Source: an optimization exercise on an open RTL-to-GDS flow (aim: small area and a short achievable clock period). Production flows keep margins and buffers that such runs may drop. No functional check of the RTL was part of this run.

## config.mk

```make
export PLATFORM = sky130hd
export DESIGN_NAME = AXIS_linear_regression_v1_0
export DESIGN_NICKNAME = AXIS_linear_regression_v1_0
export VERILOG_FILES = /design/flow/design.v
export SDC_FILE = /design/flow/constraint.sdc
export NUM_CORES = 8
export LEC_CHECK = 0
export CAP_MARGIN = 20
export CORE_MARGIN = 2
export CORE_UTILIZATION = 40
export SLEW_MARGIN = 20
export SYNTH_HIERARCHICAL = 1
export SYNTH_MINIMUM_KEEP_SIZE = 0
```

## constraint.sdc

```tcl
create_clock -name core_clock -period 22.0 [get_ports {aclk}]
set_input_delay 4.4000 -clock core_clock [delete_from_list [all_inputs] [get_ports {aclk}]]
set_output_delay 4.4000 -clock core_clock [all_outputs]
set_load 0.01 [all_outputs]
```

## design.v

```verilog
`timescale 1 ns / 1 ps
module AXIS_linear_regression_v1_0 #
	(
		parameter M = 8,
		parameter N = 3,
		parameter integer C_S00_AXIS_TDATA_WIDTH	= 32,
		parameter integer C_M00_AXIS_TDATA_WIDTH	= 32,
		parameter integer C_M00_AXIS_START_COUNT	= 32
	)
	(
		input wire  aclk,
		input wire  aresetn,
		output wire  s00_axis_tready,
		input wire [C_S00_AXIS_TDATA_WIDTH-1 : 0] s00_axis_tdata,
		input wire  s00_axis_tlast,
		input wire  s00_axis_tvalid,
		output wire  m00_axis_tvalid,
		output wire [C_M00_AXIS_TDATA_WIDTH-1 : 0] m00_axis_tdata,
		output wire  m00_axis_tlast,
		input wire  m00_axis_tready
	);
    reg        tready_r;
    reg  [2:0] vdly, ldly;
    reg        tvalid_r, tlast_r;
    reg  [31:0] tdata_r;
    reg  [1:0] col;         
    reg  [3:0] row;         
    reg        pending;     
    reg  [1:0] w;           
    assign s00_axis_tready = tready_r;
    assign m00_axis_tvalid = tvalid_r;
    assign m00_axis_tlast  = tlast_r;
    assign m00_axis_tdata  = tdata_r;
    wire take = s00_axis_tvalid & tready_r & ~pending;
    wire xrow = ~row[3];
    wire nz = row != 4'd0;              
    wire [15:0] bus16 = s00_axis_tdata[15:0];
    wire [15:0] enc;
    wire [7:0] encn;
    genvar g;
    generate for (g = 0; g < 8; g = g + 1) begin : be
        wire am1 = (g == 0) ? 1'b0 : bus16[2*g-1];
        wire a0 = bus16[2*g], a1 = bus16[2*g+1];
        assign enc[2*g]   = a0 ^ am1;
        assign enc[2*g+1] = (a1 & ~a0 & ~am1) | (~a1 & a0 & am1);
        assign encn[g]    = a1;
    end endgenerate
    reg [15:0] E0, E1, E2;
    reg [7:0] N0, N1, N2;
    wire ld0 = ~xrow | (col == 2'd0);
    wire ld1 = ~xrow | (col == 2'd1);
    wire ld2 = ~xrow | (col == 2'd2);
    wire flip = take & xrow & (col == 2'd3);
    reg [31:0] R0a, R0b, R0c;           
    reg [31:0] R1a, R1b;                
    reg [31:0] A22;
    reg [31:0] B0, B1, B2;              
    wire [31:0] busx = (col == 2'd3) ? s00_axis_tdata : {{16{s00_axis_tdata[15]}}, bus16};
    reg [31:0] Q0, Q1, Q2;
    reg sx0, sx1, sx2, sx3;             
    reg st0, st1, st2;                  
    reg cR0, cB0, cR1, cB1, cR2, cB2;
    wire st = st0 | st1 | st2;
    always @(posedge aclk) begin
        if (ld0) E0 <= enc;
        if (ld1) E1 <= enc;
        if (ld2) E2 <= enc;
        if (ld0 | flip) N0 <= ld0 ? encn : ~N0;
        if (ld1 | flip) N1 <= ld1 ? encn : ~N1;
        if (ld2 | flip) N2 <= ld2 ? encn : ~N2;
        Q0 <= xrow ? busx : st ? R0b : R0a;
        Q1 <= xrow ? busx : (col == 2'd0) ? R0b : st1 ? R1b : R1a;
        Q2 <= xrow ? busx : (col == 2'd0) ? R0c : (col == 2'd1) ? R1b : A22;
        if (!aresetn) begin
            tready_r <= 1'b0;
            vdly <= 3'b0; ldly <= 3'b0;
            tvalid_r <= 1'b0; tlast_r <= 1'b0;
            col <= 2'd0; row <= 4'd0;
            pending <= 1'b0; w <= 2'd0;
            {sx0, sx1, sx2, sx3, st0, st1, st2} <= 7'b0;
            {cR0, cB0, cR1, cB1, cR2, cB2} <= 6'b0;
        end else begin
            tready_r <= m00_axis_tready;
            vdly <= {vdly[1:0], s00_axis_tvalid};
            ldly <= {ldly[1:0], s00_axis_tlast};
            tvalid_r <= vdly[2];
            tlast_r <= ldly[2];
            sx0 <= take & xrow & (col == 2'd0);
            sx1 <= take & xrow & (col == 2'd1);
            sx2 <= take & xrow & (col == 2'd2);
            sx3 <= take & xrow & (col == 2'd3);
            st0 <= take & ~xrow & (col == 2'd0);
            st1 <= take & ~xrow & (col == 2'd1);
            st2 <= take & ~xrow & (col == 2'd2);
            cR0 <= take & xrow & nz & (col != 2'd3);
            cB0 <= take & (xrow ? nz & (col == 2'd3) : (col != 2'd3));
            cR1 <= take & xrow & nz & (col == 2'd1 || col == 2'd2);
            cB1 <= take & (xrow ? nz & (col == 2'd3) : 1'b1);
            cR2 <= take & xrow & nz & (col == 2'd2);
            cB2 <= take & (xrow ? nz & col[0] : 1'b1);
            if (take) begin
                col <= col + 2'd1;
                if (col == 2'd3) row <= row + 4'd1;
                if (~xrow && col == 2'd3) pending <= 1'b1;
            end
            if (pending & m00_axis_tready) begin
                w <= (w == 2'd2) ? 2'd0 : w + 2'd1;
                if (w == 2'd2) begin
                    pending <= 1'b0;
                    row <= 4'd0;
                    col <= 2'd0;
                end
            end
        end
    end
    wire tload = ~aresetn | (pending & m00_axis_tready);
    wire [31:0] gw = (w == 2'd0) ? B0 : (w == 2'd1) ? B1 : B2;
    always @(posedge aclk)
        if (tload) tdata_r <= gw & {32{aresetn}};
    wire [31:0] c0 = ({32{cR0}} & R0a) | ({32{cB0}} & B0);
    wire [31:0] r0;
    mac u0 (E0, N0, Q0, c0, r0);
    wire [31:0] c1 = ({32{cR1}} & R1a) | ({32{cB1}} & B1);
    wire [31:0] r1;
    mac u1 (E1, N1, Q1, c1, r1);
    wire [31:0] c2 = ({32{cR2}} & A22) | ({32{cB2}} & B2);
    wire [31:0] r2;
    mac u2 (E2, N2, Q2, c2, r2);
    wire wa0 = sx0 | sx1 | sx2;
    wire wa1 = sx1 | sx2;
    wire rot0 = st;
    wire rot1 = st1 | st2;
    always @(posedge aclk) begin
        if (wa0 | rot0) begin
            R0a <= R0b;
            R0b <= R0c;
            R0c <= wa0 ? r0 : R0a;
        end
        if (wa1 | rot1) begin
            R1a <= R1b;
            R1b <= wa1 ? r1 : R1a;
        end
        if (sx2) A22 <= r2;
        if (sx3 | st) begin B0 <= r0; B1 <= r1; B2 <= r2; end
    end
endmodule
module mac(input [15:0] e, input [7:0] n, input [31:0] b, input [31:0] c, output [31:0] r);
wire one0 = e[0];
wire two0 = e[1];
wire neg0 = n[0];
wire one1 = e[2];
wire two1 = e[3];
wire neg1 = n[1];
wire one2 = e[4];
wire two2 = e[5];
wire neg2 = n[2];
wire one3 = e[6];
wire two3 = e[7];
wire neg3 = n[3];
wire one4 = e[8];
wire two4 = e[9];
wire neg4 = n[4];
wire one5 = e[10];
wire two5 = e[11];
wire neg5 = n[5];
wire one6 = e[12];
wire two6 = e[13];
wire neg6 = n[6];
wire one7 = e[14];
wire two7 = e[15];
wire neg7 = n[7];
wire p0_0, p0_1; bpp2 u_p0_0(one0, two0, neg0, 1'b0, b[0], b[1], p0_0, p0_1);
wire p0_2, p0_3; bpp2 u_p0_2(one0, two0, neg0, b[1], b[2], b[3], p0_2, p0_3);
wire p0_4, p0_5; bpp2 u_p0_4(one0, two0, neg0, b[3], b[4], b[5], p0_4, p0_5);
wire p0_6, p0_7; bpp2 u_p0_6(one0, two0, neg0, b[5], b[6], b[7], p0_6, p0_7);
wire p0_8, p0_9; bpp2 u_p0_8(one0, two0, neg0, b[7], b[8], b[9], p0_8, p0_9);
wire p0_10, p0_11; bpp2 u_p0_10(one0, two0, neg0, b[9], b[10], b[11], p0_10, p0_11);
wire p0_12, p0_13; bpp2 u_p0_12(one0, two0, neg0, b[11], b[12], b[13], p0_12, p0_13);
wire p0_14, p0_15; bpp2 u_p0_14(one0, two0, neg0, b[13], b[14], b[15], p0_14, p0_15);
wire p0_16, p0_17; bpp2 u_p0_16(one0, two0, neg0, b[15], b[16], b[17], p0_16, p0_17);
wire p0_18, p0_19; bpp2 u_p0_18(one0, two0, neg0, b[17], b[18], b[19], p0_18, p0_19);
wire p0_20, p0_21; bpp2 u_p0_20(one0, two0, neg0, b[19], b[20], b[21], p0_20, p0_21);
wire p0_22, p0_23; bpp2 u_p0_22(one0, two0, neg0, b[21], b[22], b[23], p0_22, p0_23);
wire p0_24, p0_25; bpp2 u_p0_24(one0, two0, neg0, b[23], b[24], b[25], p0_24, p0_25);
wire p0_26, p0_27; bpp2 u_p0_26(one0, two0, neg0, b[25], b[26], b[27], p0_26, p0_27);
wire p0_28, p0_29; bpp2 u_p0_28(one0, two0, neg0, b[27], b[28], b[29], p0_28, p0_29);
wire p0_30, p0_31; bpp2 u_p0_30(one0, two0, neg0, b[29], b[30], b[31], p0_30, p0_31);
wire p1_0, p1_1; bpp2 u_p1_0(one1, two1, neg1, 1'b0, b[0], b[1], p1_0, p1_1);
wire p1_2, p1_3; bpp2 u_p1_2(one1, two1, neg1, b[1], b[2], b[3], p1_2, p1_3);
wire p1_4, p1_5; bpp2 u_p1_4(one1, two1, neg1, b[3], b[4], b[5], p1_4, p1_5);
wire p1_6, p1_7; bpp2 u_p1_6(one1, two1, neg1, b[5], b[6], b[7], p1_6, p1_7);
wire p1_8, p1_9; bpp2 u_p1_8(one1, two1, neg1, b[7], b[8], b[9], p1_8, p1_9);
wire p1_10, p1_11; bpp2 u_p1_10(one1, two1, neg1, b[9], b[10], b[11], p1_10, p1_11);
wire p1_12, p1_13; bpp2 u_p1_12(one1, two1, neg1, b[11], b[12], b[13], p1_12, p1_13);
wire p1_14, p1_15; bpp2 u_p1_14(one1, two1, neg1, b[13], b[14], b[15], p1_14, p1_15);
wire p1_16, p1_17; bpp2 u_p1_16(one1, two1, neg1, b[15], b[16], b[17], p1_16, p1_17);
wire p1_18, p1_19; bpp2 u_p1_18(one1, two1, neg1, b[17], b[18], b[19], p1_18, p1_19);
wire p1_20, p1_21; bpp2 u_p1_20(one1, two1, neg1, b[19], b[20], b[21], p1_20, p1_21);
wire p1_22, p1_23; bpp2 u_p1_22(one1, two1, neg1, b[21], b[22], b[23], p1_22, p1_23);
wire p1_24, p1_25; bpp2 u_p1_24(one1, two1, neg1, b[23], b[24], b[25], p1_24, p1_25);
wire p1_26, p1_27; bpp2 u_p1_26(one1, two1, neg1, b[25], b[26], b[27], p1_26, p1_27);
wire p1_28, p1_29; bpp2 u_p1_28(one1, two1, neg1, b[27], b[28], b[29], p1_28, p1_29);
wire p2_0, p2_1; bpp2 u_p2_0(one2, two2, neg2, 1'b0, b[0], b[1], p2_0, p2_1);
wire p2_2, p2_3; bpp2 u_p2_2(one2, two2, neg2, b[1], b[2], b[3], p2_2, p2_3);
wire p2_4, p2_5; bpp2 u_p2_4(one2, two2, neg2, b[3], b[4], b[5], p2_4, p2_5);
wire p2_6, p2_7; bpp2 u_p2_6(one2, two2, neg2, b[5], b[6], b[7], p2_6, p2_7);
wire p2_8, p2_9; bpp2 u_p2_8(one2, two2, neg2, b[7], b[8], b[9], p2_8, p2_9);
wire p2_10, p2_11; bpp2 u_p2_10(one2, two2, neg2, b[9], b[10], b[11], p2_10, p2_11);
wire p2_12, p2_13; bpp2 u_p2_12(one2, two2, neg2, b[11], b[12], b[13], p2_12, p2_13);
wire p2_14, p2_15; bpp2 u_p2_14(one2, two2, neg2, b[13], b[14], b[15], p2_14, p2_15);
wire p2_16, p2_17; bpp2 u_p2_16(one2, two2, neg2, b[15], b[16], b[17], p2_16, p2_17);
wire p2_18, p2_19; bpp2 u_p2_18(one2, two2, neg2, b[17], b[18], b[19], p2_18, p2_19);
wire p2_20, p2_21; bpp2 u_p2_20(one2, two2, neg2, b[19], b[20], b[21], p2_20, p2_21);
wire p2_22, p2_23; bpp2 u_p2_22(one2, two2, neg2, b[21], b[22], b[23], p2_22, p2_23);
wire p2_24, p2_25; bpp2 u_p2_24(one2, two2, neg2, b[23], b[24], b[25], p2_24, p2_25);
wire p2_26, p2_27; bpp2 u_p2_26(one2, two2, neg2, b[25], b[26], b[27], p2_26, p2_27);
wire p3_0, p3_1; bpp2 u_p3_0(one3, two3, neg3, 1'b0, b[0], b[1], p3_0, p3_1);
wire p3_2, p3_3; bpp2 u_p3_2(one3, two3, neg3, b[1], b[2], b[3], p3_2, p3_3);
wire p3_4, p3_5; bpp2 u_p3_4(one3, two3, neg3, b[3], b[4], b[5], p3_4, p3_5);
wire p3_6, p3_7; bpp2 u_p3_6(one3, two3, neg3, b[5], b[6], b[7], p3_6, p3_7);
wire p3_8, p3_9; bpp2 u_p3_8(one3, two3, neg3, b[7], b[8], b[9], p3_8, p3_9);
wire p3_10, p3_11; bpp2 u_p3_10(one3, two3, neg3, b[9], b[10], b[11], p3_10, p3_11);
wire p3_12, p3_13; bpp2 u_p3_12(one3, two3, neg3, b[11], b[12], b[13], p3_12, p3_13);
wire p3_14, p3_15; bpp2 u_p3_14(one3, two3, neg3, b[13], b[14], b[15], p3_14, p3_15);
wire p3_16, p3_17; bpp2 u_p3_16(one3, two3, neg3, b[15], b[16], b[17], p3_16, p3_17);
wire p3_18, p3_19; bpp2 u_p3_18(one3, two3, neg3, b[17], b[18], b[19], p3_18, p3_19);
wire p3_20, p3_21; bpp2 u_p3_20(one3, two3, neg3, b[19], b[20], b[21], p3_20, p3_21);
wire p3_22, p3_23; bpp2 u_p3_22(one3, two3, neg3, b[21], b[22], b[23], p3_22, p3_23);
wire p3_24, p3_25; bpp2 u_p3_24(one3, two3, neg3, b[23], b[24], b[25], p3_24, p3_25);
wire p4_0, p4_1; bpp2 u_p4_0(one4, two4, neg4, 1'b0, b[0], b[1], p4_0, p4_1);
wire p4_2, p4_3; bpp2 u_p4_2(one4, two4, neg4, b[1], b[2], b[3], p4_2, p4_3);
wire p4_4, p4_5; bpp2 u_p4_4(one4, two4, neg4, b[3], b[4], b[5], p4_4, p4_5);
wire p4_6, p4_7; bpp2 u_p4_6(one4, two4, neg4, b[5], b[6], b[7], p4_6, p4_7);
wire p4_8, p4_9; bpp2 u_p4_8(one4, two4, neg4, b[7], b[8], b[9], p4_8, p4_9);
wire p4_10, p4_11; bpp2 u_p4_10(one4, two4, neg4, b[9], b[10], b[11], p4_10, p4_11);
wire p4_12, p4_13; bpp2 u_p4_12(one4, two4, neg4, b[11], b[12], b[13], p4_12, p4_13);
wire p4_14, p4_15; bpp2 u_p4_14(one4, two4, neg4, b[13], b[14], b[15], p4_14, p4_15);
wire p4_16, p4_17; bpp2 u_p4_16(one4, two4, neg4, b[15], b[16], b[17], p4_16, p4_17);
wire p4_18, p4_19; bpp2 u_p4_18(one4, two4, neg4, b[17], b[18], b[19], p4_18, p4_19);
wire p4_20, p4_21; bpp2 u_p4_20(one4, two4, neg4, b[19], b[20], b[21], p4_20, p4_21);
wire p4_22, p4_23; bpp2 u_p4_22(one4, two4, neg4, b[21], b[22], b[23], p4_22, p4_23);
wire p5_0, p5_1; bpp2 u_p5_0(one5, two5, neg5, 1'b0, b[0], b[1], p5_0, p5_1);
wire p5_2, p5_3; bpp2 u_p5_2(one5, two5, neg5, b[1], b[2], b[3], p5_2, p5_3);
wire p5_4, p5_5; bpp2 u_p5_4(one5, two5, neg5, b[3], b[4], b[5], p5_4, p5_5);
wire p5_6, p5_7; bpp2 u_p5_6(one5, two5, neg5, b[5], b[6], b[7], p5_6, p5_7);
wire p5_8, p5_9; bpp2 u_p5_8(one5, two5, neg5, b[7], b[8], b[9], p5_8, p5_9);
wire p5_10, p5_11; bpp2 u_p5_10(one5, two5, neg5, b[9], b[10], b[11], p5_10, p5_11);
wire p5_12, p5_13; bpp2 u_p5_12(one5, two5, neg5, b[11], b[12], b[13], p5_12, p5_13);
wire p5_14, p5_15; bpp2 u_p5_14(one5, two5, neg5, b[13], b[14], b[15], p5_14, p5_15);
wire p5_16, p5_17; bpp2 u_p5_16(one5, two5, neg5, b[15], b[16], b[17], p5_16, p5_17);
wire p5_18, p5_19; bpp2 u_p5_18(one5, two5, neg5, b[17], b[18], b[19], p5_18, p5_19);
wire p5_20, p5_21; bpp2 u_p5_20(one5, two5, neg5, b[19], b[20], b[21], p5_20, p5_21);
wire p6_0, p6_1; bpp2 u_p6_0(one6, two6, neg6, 1'b0, b[0], b[1], p6_0, p6_1);
wire p6_2, p6_3; bpp2 u_p6_2(one6, two6, neg6, b[1], b[2], b[3], p6_2, p6_3);
wire p6_4, p6_5; bpp2 u_p6_4(one6, two6, neg6, b[3], b[4], b[5], p6_4, p6_5);
wire p6_6, p6_7; bpp2 u_p6_6(one6, two6, neg6, b[5], b[6], b[7], p6_6, p6_7);
wire p6_8, p6_9; bpp2 u_p6_8(one6, two6, neg6, b[7], b[8], b[9], p6_8, p6_9);
wire p6_10, p6_11; bpp2 u_p6_10(one6, two6, neg6, b[9], b[10], b[11], p6_10, p6_11);
wire p6_12, p6_13; bpp2 u_p6_12(one6, two6, neg6, b[11], b[12], b[13], p6_12, p6_13);
wire p6_14, p6_15; bpp2 u_p6_14(one6, two6, neg6, b[13], b[14], b[15], p6_14, p6_15);
wire p6_16, p6_17; bpp2 u_p6_16(one6, two6, neg6, b[15], b[16], b[17], p6_16, p6_17);
wire p6_18, p6_19; bpp2 u_p6_18(one6, two6, neg6, b[17], b[18], b[19], p6_18, p6_19);
wire p7_0, p7_1; bpp2 u_p7_0(one7, two7, neg7, 1'b0, b[0], b[1], p7_0, p7_1);
wire p7_2, p7_3; bpp2 u_p7_2(one7, two7, neg7, b[1], b[2], b[3], p7_2, p7_3);
wire p7_4, p7_5; bpp2 u_p7_4(one7, two7, neg7, b[3], b[4], b[5], p7_4, p7_5);
wire p7_6, p7_7; bpp2 u_p7_6(one7, two7, neg7, b[5], b[6], b[7], p7_6, p7_7);
wire p7_8, p7_9; bpp2 u_p7_8(one7, two7, neg7, b[7], b[8], b[9], p7_8, p7_9);
wire p7_10, p7_11; bpp2 u_p7_10(one7, two7, neg7, b[9], b[10], b[11], p7_10, p7_11);
wire p7_12, p7_13; bpp2 u_p7_12(one7, two7, neg7, b[11], b[12], b[13], p7_12, p7_13);
wire p7_14, p7_15; bpp2 u_p7_14(one7, two7, neg7, b[13], b[14], b[15], p7_14, p7_15);
wire p7_16, p7_17; bpp2 u_p7_16(one7, two7, neg7, b[15], b[16], b[17], p7_16, p7_17);
wire n1;
wire n2;
ha un2 (p0_14, p1_12, n1, n2);
wire n3;
wire n4;
ha un4 (p0_15, p1_13, n3, n4);
wire n5;
wire n6;
ha un6 (p0_16, p1_14, n5, n6);
wire n7;
wire n8;
ha un8 (p0_17, p1_15, n7, n8);
wire n9;
wire n10;
ha un10 (p0_18, p1_16, n9, n10);
wire n11;
wire n12;
ha un12 (p0_19, p1_17, n11, n12);
wire n13;
wire n14;
ha un14 (p0_20, p1_18, n13, n14);
wire n15;
wire n16;
ha un16 (p0_21, p1_19, n15, n16);
wire n17;
wire n18;
ha un18 (p0_22, p1_20, n17, n18);
wire n19;
wire n20;
ha un20 (p0_23, p1_21, n19, n20);
wire n21;
wire n22;
ha un22 (p0_24, p1_22, n21, n22);
wire n23;
wire n24;
ha un24 (p0_25, p1_23, n23, n24);
wire n25;
wire n26;
ha un26 (p0_26, p1_24, n25, n26);
wire n27;
wire n28;
ha un28 (p0_27, p1_25, n27, n28);
wire n29;
wire n30;
ha un30 (p0_28, p1_26, n29, n30);
wire n31;
wire n32;
ha un32 (p0_29, p1_27, n31, n32);
wire n33;
wire n34;
ha un34 (p0_30, p1_28, n33, n34);
wire n35;
wire n36;
ha un36 (p0_31, p1_29, n35, n36);
wire n37;
wire n38;
ha un38 (p0_8, p1_6, n37, n38);
wire n39;
wire n40;
ha un40 (p0_9, p1_7, n39, n40);
wire n41;
wire n42;
fa un42 (p0_10, p1_8, p2_6, n41, n42);
wire n43;
wire n44;
ha un44 (p3_4, p4_2, n43, n44);
wire n45;
wire n46;
fa un46 (p0_11, p1_9, p2_7, n45, n46);
wire n47;
wire n48;
ha un48 (p3_5, p4_3, n47, n48);
wire n49;
wire n50;
fa un50 (p0_12, p1_10, p2_8, n49, n50);
wire n51;
wire n52;
fa un52 (p3_6, p4_4, p5_2, n51, n52);
wire n53;
wire n54;
ha un54 (p6_0, neg6, n53, n54);
wire n55;
wire n56;
fa un56 (p0_13, p1_11, p2_9, n55, n56);
wire n57;
wire n58;
fa un58 (p3_7, p4_5, p5_3, n57, n58);
wire n59;
wire n60;
ha un60 (p6_1, c[13], n59, n60);
wire n61;
wire n62;
fa un62 (n1, p2_10, p3_8, n61, n62);
wire n63;
wire n64;
fa un64 (p4_6, p5_4, p6_2, n63, n64);
wire n65;
wire n66;
fa un66 (p7_0, neg7, c[14], n65, n66);
wire n67;
wire n68;
fa un68 (n2, n3, p2_11, n67, n68);
wire n69;
wire n70;
fa un70 (p3_9, p4_7, p5_5, n69, n70);
wire n71;
wire n72;
fa un72 (p6_3, p7_1, c[15], n71, n72);
wire n73;
wire n74;
fa un74 (n4, n5, p2_12, n73, n74);
wire n75;
wire n76;
fa un76 (p3_10, p4_8, p5_6, n75, n76);
wire n77;
wire n78;
fa un78 (p6_4, p7_2, c[16], n77, n78);
wire n79;
wire n80;
fa un80 (n6, n7, p2_13, n79, n80);
wire n81;
wire n82;
fa un82 (p3_11, p4_9, p5_7, n81, n82);
wire n83;
wire n84;
fa un84 (p6_5, p7_3, c[17], n83, n84);
wire n85;
wire n86;
fa un86 (n8, n9, p2_14, n85, n86);
wire n87;
wire n88;
fa un88 (p3_12, p4_10, p5_8, n87, n88);
wire n89;
wire n90;
fa un90 (p6_6, p7_4, c[18], n89, n90);
wire n91;
wire n92;
fa un92 (n10, n11, p2_15, n91, n92);
wire n93;
wire n94;
fa un94 (p3_13, p4_11, p5_9, n93, n94);
wire n95;
wire n96;
fa un96 (p6_7, p7_5, c[19], n95, n96);
wire n97;
wire n98;
fa un98 (n12, n13, p2_16, n97, n98);
wire n99;
wire n100;
fa un100 (p3_14, p4_12, p5_10, n99, n100);
wire n101;
wire n102;
fa un102 (p6_8, p7_6, c[20], n101, n102);
wire n103;
wire n104;
fa un104 (n14, n15, p2_17, n103, n104);
wire n105;
wire n106;
fa un106 (p3_15, p4_13, p5_11, n105, n106);
wire n107;
wire n108;
fa un108 (p6_9, p7_7, c[21], n107, n108);
wire n109;
wire n110;
fa un110 (n16, n17, p2_18, n109, n110);
wire n111;
wire n112;
fa un112 (p3_16, p4_14, p5_12, n111, n112);
wire n113;
wire n114;
fa un114 (p6_10, p7_8, c[22], n113, n114);
wire n115;
wire n116;
fa un116 (n18, n19, p2_19, n115, n116);
wire n117;
wire n118;
fa un118 (p3_17, p4_15, p5_13, n117, n118);
wire n119;
wire n120;
fa un120 (p6_11, p7_9, c[23], n119, n120);
wire n121;
wire n122;
fa un122 (n20, n21, p2_20, n121, n122);
wire n123;
wire n124;
fa un124 (p3_18, p4_16, p5_14, n123, n124);
wire n125;
wire n126;
fa un126 (p6_12, p7_10, c[24], n125, n126);
wire n127;
wire n128;
fa un128 (n22, n23, p2_21, n127, n128);
wire n129;
wire n130;
fa un130 (p3_19, p4_17, p5_15, n129, n130);
wire n131;
wire n132;
fa un132 (p6_13, p7_11, c[25], n131, n132);
wire n133;
wire n134;
fa un134 (n24, n25, p2_22, n133, n134);
wire n135;
wire n136;
fa un136 (p3_20, p4_18, p5_16, n135, n136);
wire n137;
wire n138;
fa un138 (p6_14, p7_12, c[26], n137, n138);
wire n139;
wire n140;
fa un140 (n26, n27, p2_23, n139, n140);
wire n141;
wire n142;
fa un142 (p3_21, p4_19, p5_17, n141, n142);
wire n143;
wire n144;
fa un144 (p6_15, p7_13, c[27], n143, n144);
wire n145;
wire n146;
fa un146 (n28, n29, p2_24, n145, n146);
wire n147;
wire n148;
fa un148 (p3_22, p4_20, p5_18, n147, n148);
wire n149;
wire n150;
fa un150 (p6_16, p7_14, c[28], n149, n150);
wire n151;
wire n152;
fa un152 (n30, n31, p2_25, n151, n152);
wire n153;
wire n154;
fa un154 (p3_23, p4_21, p5_19, n153, n154);
wire n155;
wire n156;
fa un156 (p6_17, p7_15, c[29], n155, n156);
wire n157;
wire n158;
fa un158 (n32, n33, p2_26, n157, n158);
wire n159;
wire n160;
fa un160 (p3_24, p4_22, p5_20, n159, n160);
wire n161;
wire n162;
fa un162 (p6_18, p7_16, c[30], n161, n162);
wire n163;
wire n164;
fa un164 (n34, n35, p2_27, n163, n164);
wire n165;
wire n166;
fa un166 (p3_25, p4_23, p5_21, n165, n166);
wire n167;
wire n168;
fa un168 (p6_19, p7_17, c[31], n167, n168);
wire n169;
wire n170;
ha un170 (p0_4, p1_2, n169, n170);
wire n171;
wire n172;
ha un172 (p0_5, p1_3, n171, n172);
wire n173;
wire n174;
fa un174 (p0_6, p1_4, p2_2, n173, n174);
wire n175;
wire n176;
ha un176 (p3_0, neg3, n175, n176);
wire n177;
wire n178;
fa un178 (p0_7, p1_5, p2_3, n177, n178);
wire n179;
wire n180;
ha un180 (p3_1, c[7], n179, n180);
wire n181;
wire n182;
fa un182 (n37, p2_4, p3_2, n181, n182);
wire n183;
wire n184;
fa un184 (p4_0, neg4, c[8], n183, n184);
wire n185;
wire n186;
fa un186 (n38, n39, p2_5, n185, n186);
wire n187;
wire n188;
fa un188 (p3_3, p4_1, c[9], n187, n188);
wire n189;
wire n190;
fa un190 (n40, n41, n43, n189, n190);
wire n191;
wire n192;
fa un192 (p5_0, neg5, c[10], n191, n192);
wire n193;
wire n194;
fa un194 (n42, n44, n45, n193, n194);
wire n195;
wire n196;
fa un196 (n47, p5_1, c[11], n195, n196);
wire n197;
wire n198;
fa un198 (n46, n48, n49, n197, n198);
wire n199;
wire n200;
fa un200 (n51, n53, c[12], n199, n200);
wire n201;
wire n202;
fa un202 (n50, n52, n54, n201, n202);
wire n203;
wire n204;
fa un204 (n55, n57, n59, n203, n204);
wire n205;
wire n206;
fa un206 (n56, n58, n60, n205, n206);
wire n207;
wire n208;
fa un208 (n61, n63, n65, n207, n208);
wire n209;
wire n210;
fa un210 (n62, n64, n66, n209, n210);
wire n211;
wire n212;
fa un212 (n67, n69, n71, n211, n212);
wire n213;
wire n214;
fa un214 (n68, n70, n72, n213, n214);
wire n215;
wire n216;
fa un216 (n73, n75, n77, n215, n216);
wire n217;
wire n218;
fa un218 (n74, n76, n78, n217, n218);
wire n219;
wire n220;
fa un220 (n79, n81, n83, n219, n220);
wire n221;
wire n222;
fa un222 (n80, n82, n84, n221, n222);
wire n223;
wire n224;
fa un224 (n85, n87, n89, n223, n224);
wire n225;
wire n226;
fa un226 (n86, n88, n90, n225, n226);
wire n227;
wire n228;
fa un228 (n91, n93, n95, n227, n228);
wire n229;
wire n230;
fa un230 (n92, n94, n96, n229, n230);
wire n231;
wire n232;
fa un232 (n97, n99, n101, n231, n232);
wire n233;
wire n234;
fa un234 (n98, n100, n102, n233, n234);
wire n235;
wire n236;
fa un236 (n103, n105, n107, n235, n236);
wire n237;
wire n238;
fa un238 (n104, n106, n108, n237, n238);
wire n239;
wire n240;
fa un240 (n109, n111, n113, n239, n240);
wire n241;
wire n242;
fa un242 (n110, n112, n114, n241, n242);
wire n243;
wire n244;
fa un244 (n115, n117, n119, n243, n244);
wire n245;
wire n246;
fa un246 (n116, n118, n120, n245, n246);
wire n247;
wire n248;
fa un248 (n121, n123, n125, n247, n248);
wire n249;
wire n250;
fa un250 (n122, n124, n126, n249, n250);
wire n251;
wire n252;
fa un252 (n127, n129, n131, n251, n252);
wire n253;
wire n254;
fa un254 (n128, n130, n132, n253, n254);
wire n255;
wire n256;
fa un256 (n133, n135, n137, n255, n256);
wire n257;
wire n258;
fa un258 (n134, n136, n138, n257, n258);
wire n259;
wire n260;
fa un260 (n139, n141, n143, n259, n260);
wire n261;
wire n262;
fa un262 (n140, n142, n144, n261, n262);
wire n263;
wire n264;
fa un264 (n145, n147, n149, n263, n264);
wire n265;
wire n266;
fa un266 (n146, n148, n150, n265, n266);
wire n267;
wire n268;
fa un268 (n151, n153, n155, n267, n268);
wire n269;
wire n270;
fa un270 (n152, n154, n156, n269, n270);
wire n271;
wire n272;
fa un272 (n157, n159, n161, n271, n272);
wire n273;
wire n274;
fa un274 (n158, n160, n162, n273, n274);
wire n275;
wire n276;
fa un276 (n163, n165, n167, n275, n276);
wire n277;
wire n278;
ha un278 (p0_2, p1_0, n277, n278);
wire n279;
wire n280;
ha un280 (p0_3, p1_1, n279, n280);
wire n281;
wire n282;
fa un282 (n169, p2_0, neg2, n281, n282);
wire n283;
wire n284;
fa un284 (n170, n171, p2_1, n283, n284);
wire n285;
wire n286;
fa un286 (n172, n173, n175, n285, n286);
wire n287;
wire n288;
fa un288 (n174, n176, n177, n287, n288);
wire n289;
wire n290;
fa un290 (n178, n180, n181, n289, n290);
wire n291;
wire n292;
fa un292 (n182, n184, n185, n291, n292);
wire n293;
wire n294;
fa un294 (n186, n188, n189, n293, n294);
wire n295;
wire n296;
fa un296 (n190, n192, n193, n295, n296);
wire n297;
wire n298;
fa un298 (n194, n196, n197, n297, n298);
wire n299;
wire n300;
fa un300 (n198, n200, n201, n299, n300);
wire n301;
wire n302;
fa un302 (n202, n204, n205, n301, n302);
wire n303;
wire n304;
fa un304 (n206, n208, n209, n303, n304);
wire n305;
wire n306;
fa un306 (n210, n212, n213, n305, n306);
wire n307;
wire n308;
fa un308 (n214, n216, n217, n307, n308);
wire n309;
wire n310;
fa un310 (n218, n220, n221, n309, n310);
wire n311;
wire n312;
fa un312 (n222, n224, n225, n311, n312);
wire n313;
wire n314;
fa un314 (n226, n228, n229, n313, n314);
wire n315;
wire n316;
fa un316 (n230, n232, n233, n315, n316);
wire n317;
wire n318;
fa un318 (n234, n236, n237, n317, n318);
wire n319;
wire n320;
fa un320 (n238, n240, n241, n319, n320);
wire n321;
wire n322;
fa un322 (n242, n244, n245, n321, n322);
wire n323;
wire n324;
fa un324 (n246, n248, n249, n323, n324);
wire n325;
wire n326;
fa un326 (n250, n252, n253, n325, n326);
wire n327;
wire n328;
fa un328 (n254, n256, n257, n327, n328);
wire n329;
wire n330;
fa un330 (n258, n260, n261, n329, n330);
wire n331;
wire n332;
fa un332 (n262, n264, n265, n331, n332);
wire n333;
wire n334;
fa un334 (n266, n268, n269, n333, n334);
wire n335;
wire n336;
fa un336 (n270, n272, n273, n335, n336);
wire n337;
wire n338;
ha un338 (p0_0, neg0, n337, n338);
wire n339;
wire n340;
ha un340 (p0_1, c[1], n339, n340);
wire n341;
wire n342;
fa un342 (n277, neg1, c[2], n341, n342);
wire n343;
wire n344;
fa un344 (n278, n279, c[3], n343, n344);
wire n345;
wire n346;
fa un346 (n280, n281, c[4], n345, n346);
wire n347;
wire n348;
fa un348 (n282, n283, c[5], n347, n348);
wire n349;
wire n350;
fa un350 (n284, n285, c[6], n349, n350);
wire n351;
wire n352;
fa un352 (n286, n287, n179, n351, n352);
wire n353;
wire n354;
fa un354 (n288, n289, n183, n353, n354);
wire n355;
wire n356;
fa un356 (n290, n291, n187, n355, n356);
wire n357;
wire n358;
fa un358 (n292, n293, n191, n357, n358);
wire n359;
wire n360;
fa un360 (n294, n295, n195, n359, n360);
wire n361;
wire n362;
fa un362 (n296, n297, n199, n361, n362);
wire n363;
wire n364;
fa un364 (n298, n299, n203, n363, n364);
wire n365;
wire n366;
fa un366 (n300, n301, n207, n365, n366);
wire n367;
wire n368;
fa un368 (n302, n303, n211, n367, n368);
wire n369;
wire n370;
fa un370 (n304, n305, n215, n369, n370);
wire n371;
wire n372;
fa un372 (n306, n307, n219, n371, n372);
wire n373;
wire n374;
fa un374 (n308, n309, n223, n373, n374);
wire n375;
wire n376;
fa un376 (n310, n311, n227, n375, n376);
wire n377;
wire n378;
fa un378 (n312, n313, n231, n377, n378);
wire n379;
wire n380;
fa un380 (n314, n315, n235, n379, n380);
wire n381;
wire n382;
fa un382 (n316, n317, n239, n381, n382);
wire n383;
wire n384;
fa un384 (n318, n319, n243, n383, n384);
wire n385;
wire n386;
fa un386 (n320, n321, n247, n385, n386);
wire n387;
wire n388;
fa un388 (n322, n323, n251, n387, n388);
wire n389;
wire n390;
fa un390 (n324, n325, n255, n389, n390);
wire n391;
wire n392;
fa un392 (n326, n327, n259, n391, n392);
wire n393;
wire n394;
fa un394 (n328, n329, n263, n393, n394);
wire n395;
wire n396;
fa un396 (n330, n331, n267, n395, n396);
wire n397;
wire n398;
fa un398 (n332, n333, n271, n397, n398);
wire n399;
wire n400;
fa un400 (n334, n335, n275, n399, n400);
wire [31:0] s0 = {n398, n396, n394, n392, n390, n388, n386, n384, n382, n380, n378, n376, n374, n372, n370, n368, n366, n364, n362, n360, n358, n356, n354, n352, n350, n348, n346, n344, n342, n340, n338, n337};
wire [31:0] s1 = {n399, n397, n395, n393, n391, n389, n387, n385, n383, n381, n379, n377, n375, n373, n371, n369, n367, n365, n363, n361, n359, n357, n355, n353, n351, n349, n347, n345, n343, n341, n339, c[0]};
add32 u_cpa(s0, s1, r);
endmodule
module fa(input a, input b, input c, output s, output co);
assign s = a ^ b ^ c;
assign co = (a & b) | (a & c) | (b & c);
endmodule
module ha(input a, input b, output s, output co);
assign s = a ^ b;
assign co = a & b;
endmodule
module bpp2(input one, input two, input neg, input bm1, input b0, input b1, output p0, output p1);
assign p0 = ((one & b0) | (two & bm1)) ^ neg;
assign p1 = ((one & b1) | (two & b0)) ^ neg;
endmodule
module add32(input [31:0] a, input [31:0] b, output [31:0] s);
wire q1;
wire q2;
pgc u_pg0(a[0], b[0], q1, q2);
wire q3;
wire q4;
pgc u_pg1(a[1], b[1], q3, q4);
wire q5;
wire q6;
pgc u_pg2(a[2], b[2], q5, q6);
wire q7;
wire q8;
pgc u_pg3(a[3], b[3], q7, q8);
wire q9;
wire q10;
pgc u_pg4(a[4], b[4], q9, q10);
wire q11;
wire q12;
pgc u_pg5(a[5], b[5], q11, q12);
wire q13;
wire q14;
pgc u_pg6(a[6], b[6], q13, q14);
wire q15;
wire q16;
pgc u_pg7(a[7], b[7], q15, q16);
wire q17;
wire q18;
pgc u_pg8(a[8], b[8], q17, q18);
wire q19;
wire q20;
pgc u_pg9(a[9], b[9], q19, q20);
wire q21;
wire q22;
pgc u_pg10(a[10], b[10], q21, q22);
wire q23;
wire q24;
pgc u_pg11(a[11], b[11], q23, q24);
wire q25;
wire q26;
pgc u_pg12(a[12], b[12], q25, q26);
wire q27;
wire q28;
pgc u_pg13(a[13], b[13], q27, q28);
wire q29;
wire q30;
pgc u_pg14(a[14], b[14], q29, q30);
wire q31;
wire q32;
pgc u_pg15(a[15], b[15], q31, q32);
wire q33;
wire q34;
pgc u_pg16(a[16], b[16], q33, q34);
wire q35;
wire q36;
pgc u_pg17(a[17], b[17], q35, q36);
wire q37;
wire q38;
pgc u_pg18(a[18], b[18], q37, q38);
wire q39;
wire q40;
pgc u_pg19(a[19], b[19], q39, q40);
wire q41;
wire q42;
pgc u_pg20(a[20], b[20], q41, q42);
wire q43;
wire q44;
pgc u_pg21(a[21], b[21], q43, q44);
wire q45;
wire q46;
pgc u_pg22(a[22], b[22], q45, q46);
wire q47;
wire q48;
pgc u_pg23(a[23], b[23], q47, q48);
wire q49;
wire q50;
pgc u_pg24(a[24], b[24], q49, q50);
wire q51;
wire q52;
pgc u_pg25(a[25], b[25], q51, q52);
wire q53;
wire q54;
pgc u_pg26(a[26], b[26], q53, q54);
wire q55;
wire q56;
pgc u_pg27(a[27], b[27], q55, q56);
wire q57;
wire q58;
pgc u_pg28(a[28], b[28], q57, q58);
wire q59;
wire q60;
pgc u_pg29(a[29], b[29], q59, q60);
wire q61;
wire q62;
pgc u_pg30(a[30], b[30], q61, q62);
wire q63;
wire q64;
pgc u_pg31(a[31], b[31], q63, q64);
wire q65;
gray u_g65(q3, q4, q1, q65);
wire q66;
wire q67;
dot u_d67(q7, q8, q5, q6, q66, q67);
wire q68;
wire q69;
dot u_d69(q11, q12, q9, q10, q68, q69);
wire q70;
wire q71;
dot u_d71(q15, q16, q13, q14, q70, q71);
wire q72;
wire q73;
dot u_d73(q19, q20, q17, q18, q72, q73);
wire q74;
wire q75;
dot u_d75(q23, q24, q21, q22, q74, q75);
wire q76;
wire q77;
dot u_d77(q27, q28, q25, q26, q76, q77);
wire q78;
wire q79;
dot u_d79(q31, q32, q29, q30, q78, q79);
wire q80;
wire q81;
dot u_d81(q35, q36, q33, q34, q80, q81);
wire q82;
wire q83;
dot u_d83(q39, q40, q37, q38, q82, q83);
wire q84;
wire q85;
dot u_d85(q43, q44, q41, q42, q84, q85);
wire q86;
wire q87;
dot u_d87(q47, q48, q45, q46, q86, q87);
wire q88;
wire q89;
dot u_d89(q51, q52, q49, q50, q88, q89);
wire q90;
wire q91;
dot u_d91(q55, q56, q53, q54, q90, q91);
wire q92;
wire q93;
dot u_d93(q59, q60, q57, q58, q92, q93);
wire q94;
wire q95;
dot u_d95(q63, q64, q61, q62, q94, q95);
wire q96;
gray u_g96(q66, q67, q65, q96);
wire q97;
wire q98;
dot u_d98(q68, q69, q66, q67, q97, q98);
wire q99;
wire q100;
dot u_d100(q70, q71, q68, q69, q99, q100);
wire q101;
wire q102;
dot u_d102(q72, q73, q70, q71, q101, q102);
wire q103;
wire q104;
dot u_d104(q74, q75, q72, q73, q103, q104);
wire q105;
wire q106;
dot u_d106(q76, q77, q74, q75, q105, q106);
wire q107;
wire q108;
dot u_d108(q78, q79, q76, q77, q107, q108);
wire q109;
wire q110;
dot u_d110(q80, q81, q78, q79, q109, q110);
wire q111;
wire q112;
dot u_d112(q82, q83, q80, q81, q111, q112);
wire q113;
wire q114;
dot u_d114(q84, q85, q82, q83, q113, q114);
wire q115;
wire q116;
dot u_d116(q86, q87, q84, q85, q115, q116);
wire q117;
wire q118;
dot u_d118(q88, q89, q86, q87, q117, q118);
wire q119;
wire q120;
dot u_d120(q90, q91, q88, q89, q119, q120);
wire q121;
wire q122;
dot u_d122(q92, q93, q90, q91, q121, q122);
wire q123;
wire q124;
dot u_d124(q94, q95, q92, q93, q123, q124);
wire q125;
gray u_g125(q97, q98, q65, q125);
wire q126;
gray u_g126(q99, q100, q96, q126);
wire q127;
wire q128;
dot u_d128(q101, q102, q97, q98, q127, q128);
wire q129;
wire q130;
dot u_d130(q103, q104, q99, q100, q129, q130);
wire q131;
wire q132;
dot u_d132(q105, q106, q101, q102, q131, q132);
wire q133;
wire q134;
dot u_d134(q107, q108, q103, q104, q133, q134);
wire q135;
wire q136;
dot u_d136(q109, q110, q105, q106, q135, q136);
wire q137;
wire q138;
dot u_d138(q111, q112, q107, q108, q137, q138);
wire q139;
wire q140;
dot u_d140(q113, q114, q109, q110, q139, q140);
wire q141;
wire q142;
dot u_d142(q115, q116, q111, q112, q141, q142);
wire q143;
wire q144;
dot u_d144(q117, q118, q113, q114, q143, q144);
wire q145;
wire q146;
dot u_d146(q119, q120, q115, q116, q145, q146);
wire q147;
wire q148;
dot u_d148(q121, q122, q117, q118, q147, q148);
wire q149;
wire q150;
dot u_d150(q123, q124, q119, q120, q149, q150);
wire q151;
gray u_g151(q127, q128, q65, q151);
wire q152;
gray u_g152(q129, q130, q96, q152);
wire q153;
gray u_g153(q131, q132, q125, q153);
wire q154;
gray u_g154(q133, q134, q126, q154);
wire q155;
wire q156;
dot u_d156(q135, q136, q127, q128, q155, q156);
wire q157;
wire q158;
dot u_d158(q137, q138, q129, q130, q157, q158);
wire q159;
wire q160;
dot u_d160(q139, q140, q131, q132, q159, q160);
wire q161;
wire q162;
dot u_d162(q141, q142, q133, q134, q161, q162);
wire q163;
wire q164;
dot u_d164(q143, q144, q135, q136, q163, q164);
wire q165;
wire q166;
dot u_d166(q145, q146, q137, q138, q165, q166);
wire q167;
wire q168;
dot u_d168(q147, q148, q139, q140, q167, q168);
wire q169;
wire q170;
dot u_d170(q149, q150, q141, q142, q169, q170);
wire q171;
gray u_g171(q155, q156, q65, q171);
wire q172;
gray u_g172(q157, q158, q96, q172);
wire q173;
gray u_g173(q159, q160, q125, q173);
wire q174;
gray u_g174(q161, q162, q126, q174);
wire q175;
gray u_g175(q163, q164, q151, q175);
wire q176;
gray u_g176(q165, q166, q152, q176);
wire q177;
gray u_g177(q167, q168, q153, q177);
wire q178;
gray u_g178(q169, q170, q154, q178);
wire q179;
gray u_g179(q5, q6, q65, q179);
wire q180;
gray u_g180(q9, q10, q96, q180);
wire q181;
gray u_g181(q13, q14, q125, q181);
wire q182;
gray u_g182(q17, q18, q126, q182);
wire q183;
gray u_g183(q21, q22, q151, q183);
wire q184;
gray u_g184(q25, q26, q152, q184);
wire q185;
gray u_g185(q29, q30, q153, q185);
wire q186;
gray u_g186(q33, q34, q154, q186);
wire q187;
gray u_g187(q37, q38, q171, q187);
wire q188;
gray u_g188(q41, q42, q172, q188);
wire q189;
gray u_g189(q45, q46, q173, q189);
wire q190;
gray u_g190(q49, q50, q174, q190);
wire q191;
gray u_g191(q53, q54, q175, q191);
wire q192;
gray u_g192(q57, q58, q176, q192);
wire q193;
gray u_g193(q61, q62, q177, q193);
assign s[0] = q2;
xr u_x1(q4, q1, s[1]);
xr u_x2(q6, q65, s[2]);
xr u_x3(q8, q179, s[3]);
xr u_x4(q10, q96, s[4]);
xr u_x5(q12, q180, s[5]);
xr u_x6(q14, q125, s[6]);
xr u_x7(q16, q181, s[7]);
xr u_x8(q18, q126, s[8]);
xr u_x9(q20, q182, s[9]);
xr u_x10(q22, q151, s[10]);
xr u_x11(q24, q183, s[11]);
xr u_x12(q26, q152, s[12]);
xr u_x13(q28, q184, s[13]);
xr u_x14(q30, q153, s[14]);
xr u_x15(q32, q185, s[15]);
xr u_x16(q34, q154, s[16]);
xr u_x17(q36, q186, s[17]);
xr u_x18(q38, q171, s[18]);
xr u_x19(q40, q187, s[19]);
xr u_x20(q42, q172, s[20]);
xr u_x21(q44, q188, s[21]);
xr u_x22(q46, q173, s[22]);
xr u_x23(q48, q189, s[23]);
xr u_x24(q50, q174, s[24]);
xr u_x25(q52, q190, s[25]);
xr u_x26(q54, q175, s[26]);
xr u_x27(q56, q191, s[27]);
xr u_x28(q58, q176, s[28]);
xr u_x29(q60, q192, s[29]);
xr u_x30(q62, q177, s[30]);
xr u_x31(q64, q193, s[31]);
endmodule
module pgc(input a, input b, output g, output p);
assign g = a & b;
assign p = a ^ b;
endmodule
module dot(input g1, input p1, input g0, input p0, output g, output p);
assign g = g1 | (p1 & g0);
assign p = p1 & p0;
endmodule
module gray(input g1, input p1, input g0, output g);
assign g = g1 | (p1 & g0);
endmodule
module xr(input a, input b, output y);
assign y = a ^ b;
endmodule
```

## run.sh

```bash
#!/bin/bash
# synth_recipe.tcl (not shown) runs the flow's synth.tcl, then flattens the netlist and writes it again
# the make line also repeats each setting of config.mk as NAME=value (left out here)
make -C /OpenROAD-flow-scripts/flow DESIGN_CONFIG=/design/flow/config.mk WORK_HOME=/design/flow/orfs CLKGATE_MAP_FILE= SYNTH_SCRIPT=/design/flow/synth_recipe.tcl finish
```

==> impl_metrics.sql <==
INSERT INTO impl_metrics (metric_group, metric, value, unit) VALUES
('sta', 'hold_viol_final', '0', ''),
('cells_and_area', 'final_net_count', '4678', ''),
('clock_tree', 'cts_repair_resize_count', '0', ''),
('logic_synthesis', 'yosys.cell_types.count', '42', ''),
('critical_path', 'worstSetupStartpoint', 'E1[1]', ''),
('clock_tree', 'ctsRootBufferMaster', 'sky130_fd_sc_hd__clkbuf_16', ''),
('logic_synthesis', 'mappedNetlistArea', '0.04608', 'mm^2'),
('place', 'globalplace.congestion', '0.9500', ''),
('floorplanning', 'ios', '72', ''),
('critical_path', 'crit_arrival', '6.87', 'ns'),
('clock_tree', 'cts_buffers', '56', ''),
('status', 'run_status', 'no timing/DRC/antenna violations', ''),
('sta', 'final.min_clock_period', '6.359', 'ns'),
('critical_path', 'worstReg2RegEnd', 'R1b[21]', ''),
('min_path', 'worst_hold_startpoint', 'ldly[1]', ''),
('global_routing', 'grt_pass1_vias', '34900', ''),
('route', 'post-route-drc-count', '0', ''),
('logic_synthesis', 'synth_cells', '3809', ''),
('clock_tree', 'clk_pin_slew_worst_paths', '0.06', 'ns'),
('sta', 'rsz_0062_raised_after_global_routing', 'no', ''),
('clock_tree', 'clock_sink_total', '519', ''),
('critical_path', 'startpoint_of_the_worst_register_to_register_path', 'E1[1]', ''),
('sta', 'timing.slew.headroom', '0.2064', ''),
('sta', 'max_slew.worst_pin.slew', '1.190', 'ns'),
('flow_run', 'timing.max_cap.violations', '0', ''),
('logic_synthesis', 'ys_seq_elements', '519', ''),
('floorplanning', 'starting_density_of_the_core', '0.4030', ''),
('critical_path', 'critPathMaxFanout', '19', ''),
('cells_and_area', 'area_delta_synth_final', '10.65', '%'),
('sta', 'setup_total_negative_slack', '0', 'ns'),
('global_routing', 'grt_antenna_before_repair', '2', ''),
('cells_and_area', 'final_layout_size_suffix_gt1_frac', '0.07577', ''),
('critical_path', 'worst-r2r-cell-count', '16', ''),
('min_path', 'worst_hold_path_type', 'register to register', ''),
('global_routing', 'pin_count_of_the_biggest_net_entering_global_routing', '159', ''),
('global_routing', 'grt_util_met1', '0.3742', ''),
('logic_synthesis', 'synthArstFlopShare', '0', ''),
('logic_synthesis', 'fraction_of_the_yosys_area_taken_by_sequential_cells', '0.3106', ''),
('cells_and_area', 'final_core_util', '0.4459', ''),
('logic_synthesis', 'syn_avg_cell_area', '12.10', 'um^2'),
('place', 'placed_area', '0.04904', 'mm^2'),
('sta', 'timing.final.crit_share', '0.2891', ''),
('global_routing', 'grt_pass1_wl', '239100', 'um'),
('critical_path', 'critPathKind', 'register to register', ''),
('global_routing', 'grt.total_usage', '0.2746', ''),
('critical_path', 'worstSetupEndpointType', 'register', ''),
('clock_tree', 'cts_setup_buffers', '0', ''),
('sta', 'finClkSkew', '0.03346', 'ns'),
('route', 'detail_route.vias_per_cell', '6.250', ''),
('critical_path', 'worst-endpoint-required', '22.51', 'ns'),
('route', 'wl_per_cell', '29.54', 'um'),
('route', 'routed-via-count', '34380', ''),
('cells_and_area', 'final_common_cell', 'sky130_fd_sc_hd__xnor2_1', ''),
('sta', 'max_freq', '0.1572', 'GHz'),
('min_path', 'hold_path_depth', '1', ''),
('clock_tree', 'hold_fix_buffer_count_after_cts', '0', ''),
('global_routing', 'use_met3', '0.04636', ''),
('logic_synthesis', 'ys_warn_count', '7', ''),
('floorplanning', 'rows', '124', ''),
('route', 'total_wirelength', '162500', 'um'),
('sta', 'number_of_max_slew_violations_in_the_final_report', '0', ''),
('cells_and_area', 'layout_common_cells', '602 x sky130_fd_sc_hd__xnor2_1, 600 x sky130_fd_sc_hd__a22oi_1, 504 x sky130_fd_sc_hd__fa_1', ''),
('critical_path', 'setup.worst_path.start_class', 'register', '');
[synth_stat cells (all sizes together) (34+ instances only)]
cell type,number,share of area
a211oi,34,0.0055
a21o,256,0.042
a22o,96,0.018
a22oi,600,0.098
and2,147,0.020
clkbuf,78,0.0064
dfxtp,127,0.055
edfxtp,392,0.26
fa,504,0.22
ha,198,0.054
mux2,96,0.023
mux2i,65,0.014
nand2,121,0.0099
nor2,68,0.0055
nor2b,35,0.0048
o21ai,100,0.011
xnor2,602,0.11
xor2,100,0.019
[how the worst min path moves through the flow]
stage | endpoint | slack, ns
after floorplan | ldly[1] | 0.41
after global placement | ldly[2] | 0.41
after detailed placement | ldly[2] | 0.43
after CTS | ldly[2] | 0.45
after global routing | R0b[3] | 0.45
final | ldly[2] | 0.44
[modules after synthesis, one instance, submodules excluded, a selection]
module	flip-flops and latches	cells	cell area [um^2]
AXIS_linear_regression_v1_0	519	1454	20440
bpp2	0	4	32.53
dot	0	2	13.76
fa	0	1	20.02
ha	0	1	12.51
mac	0	1	3.754
pgc	0	1	12.51
xr	0	1	8.758
[cell type report]
type | instances | area [um^2]
diodes | 2 | 5.005
multi-input cells | 3178 | 31340
well taps | 1512 | 1892
fillers | 10480 | 63360
repair buffers | 161 | 1406
inverters | 23 | 86.33
clock inverters | 29 | 351.6
clock buffers | 76 | 1577
flip-flops and latches | 519 | 14330
[worst max-delay path, cell delays in order, from the launching register on]
cell	delay [ns]
sky130_fd_sc_hd__edfxtp_1	1.03
sky130_fd_sc_hd__a22oi_1	0.24
sky130_fd_sc_hd__xnor2_1	0.18
sky130_fd_sc_hd__ha_1	0.35
sky130_fd_sc_hd__fa_1	0.52
sky130_fd_sc_hd__fa_1	0.46
sky130_fd_sc_hd__fa_1	0.57
sky130_fd_sc_hd__fa_1	0.45
sky130_fd_sc_hd__ha_1	0.33
sky130_fd_sc_hd__and2_1	0.19
sky130_fd_sc_hd__and2_1	0.18
sky130_fd_sc_hd__and2_1	0.17
sky130_fd_sc_hd__and2_1	0.16
sky130_fd_sc_hd__a21o_1	0.21
sky130_fd_sc_hd__a21o_1	0.17
sky130_fd_sc_hd__xor2_1	0.68
sky130_fd_sc_hd__mux2_2	0.29
[flip-flops by register name (all words and copies together), names as in the netlist, 32 cells and up]
register	flops
B2	32
B0	32
R0c	32
tdata_r	32
R1a	32
Q1	32
B1	32
R1b	32
A22	32
Q0	32
Q2	32
R0b	32
R0a	32
[metrics by stage]
stage,std cells,setup slack [ns]
2_1_floorplan,3830,16.35
3_3_place_gp,5392,15.58
3_5_place_dp,5392,15.56
4_1_cts,5497,15.83
5_1_grt,5499,15.49
6_report,5500,15.64
[cell families after synthesis]
group,after synthesis,share of synthesized area
fa+ha+maj,702,0.2727
xor+xnor,702,0.1334
simple gates,418,0.04689
other cells,3,0.0002444
compound gates,1171,0.1864
buf+inv,133,0.01211
flops,519,0.3106
mux,161,0.03758
[routing by layer]
layer	routed length [um]	part of all wire
met1	65580	0.40
met3	14170	0.087
met2	74910	0.46
met4	7810	0.048
met5	11	0.000068

re-timing with driven ports:
Ports are ideal in the flow. The routed layout listed here was re-timed in OpenROAD.
Step 1: set_driving_cell puts a clkbuf_16 on aclk and a buf_2 on each other input, an assumption about the parent block.
Step 2, shift: input delay + t, output delay - t, t = (earliest + latest rising clock arrival at the registers) / 2. This alone moves slack from input paths to output paths.
Slacks: ideal ports / drivers / drivers and shift; pairs: ideal ports / drivers.
t, ns: 0.716
setup WS [ns]: 15.641 / 15.641 / 15.468
worst setup path at the end: input to register
pins driven straight from the clock port: 1
After both steps setup and hold are still met in this run. The setup slack of this run moves by 0.000 ns with the drivers and by -0.173 ns with both steps.
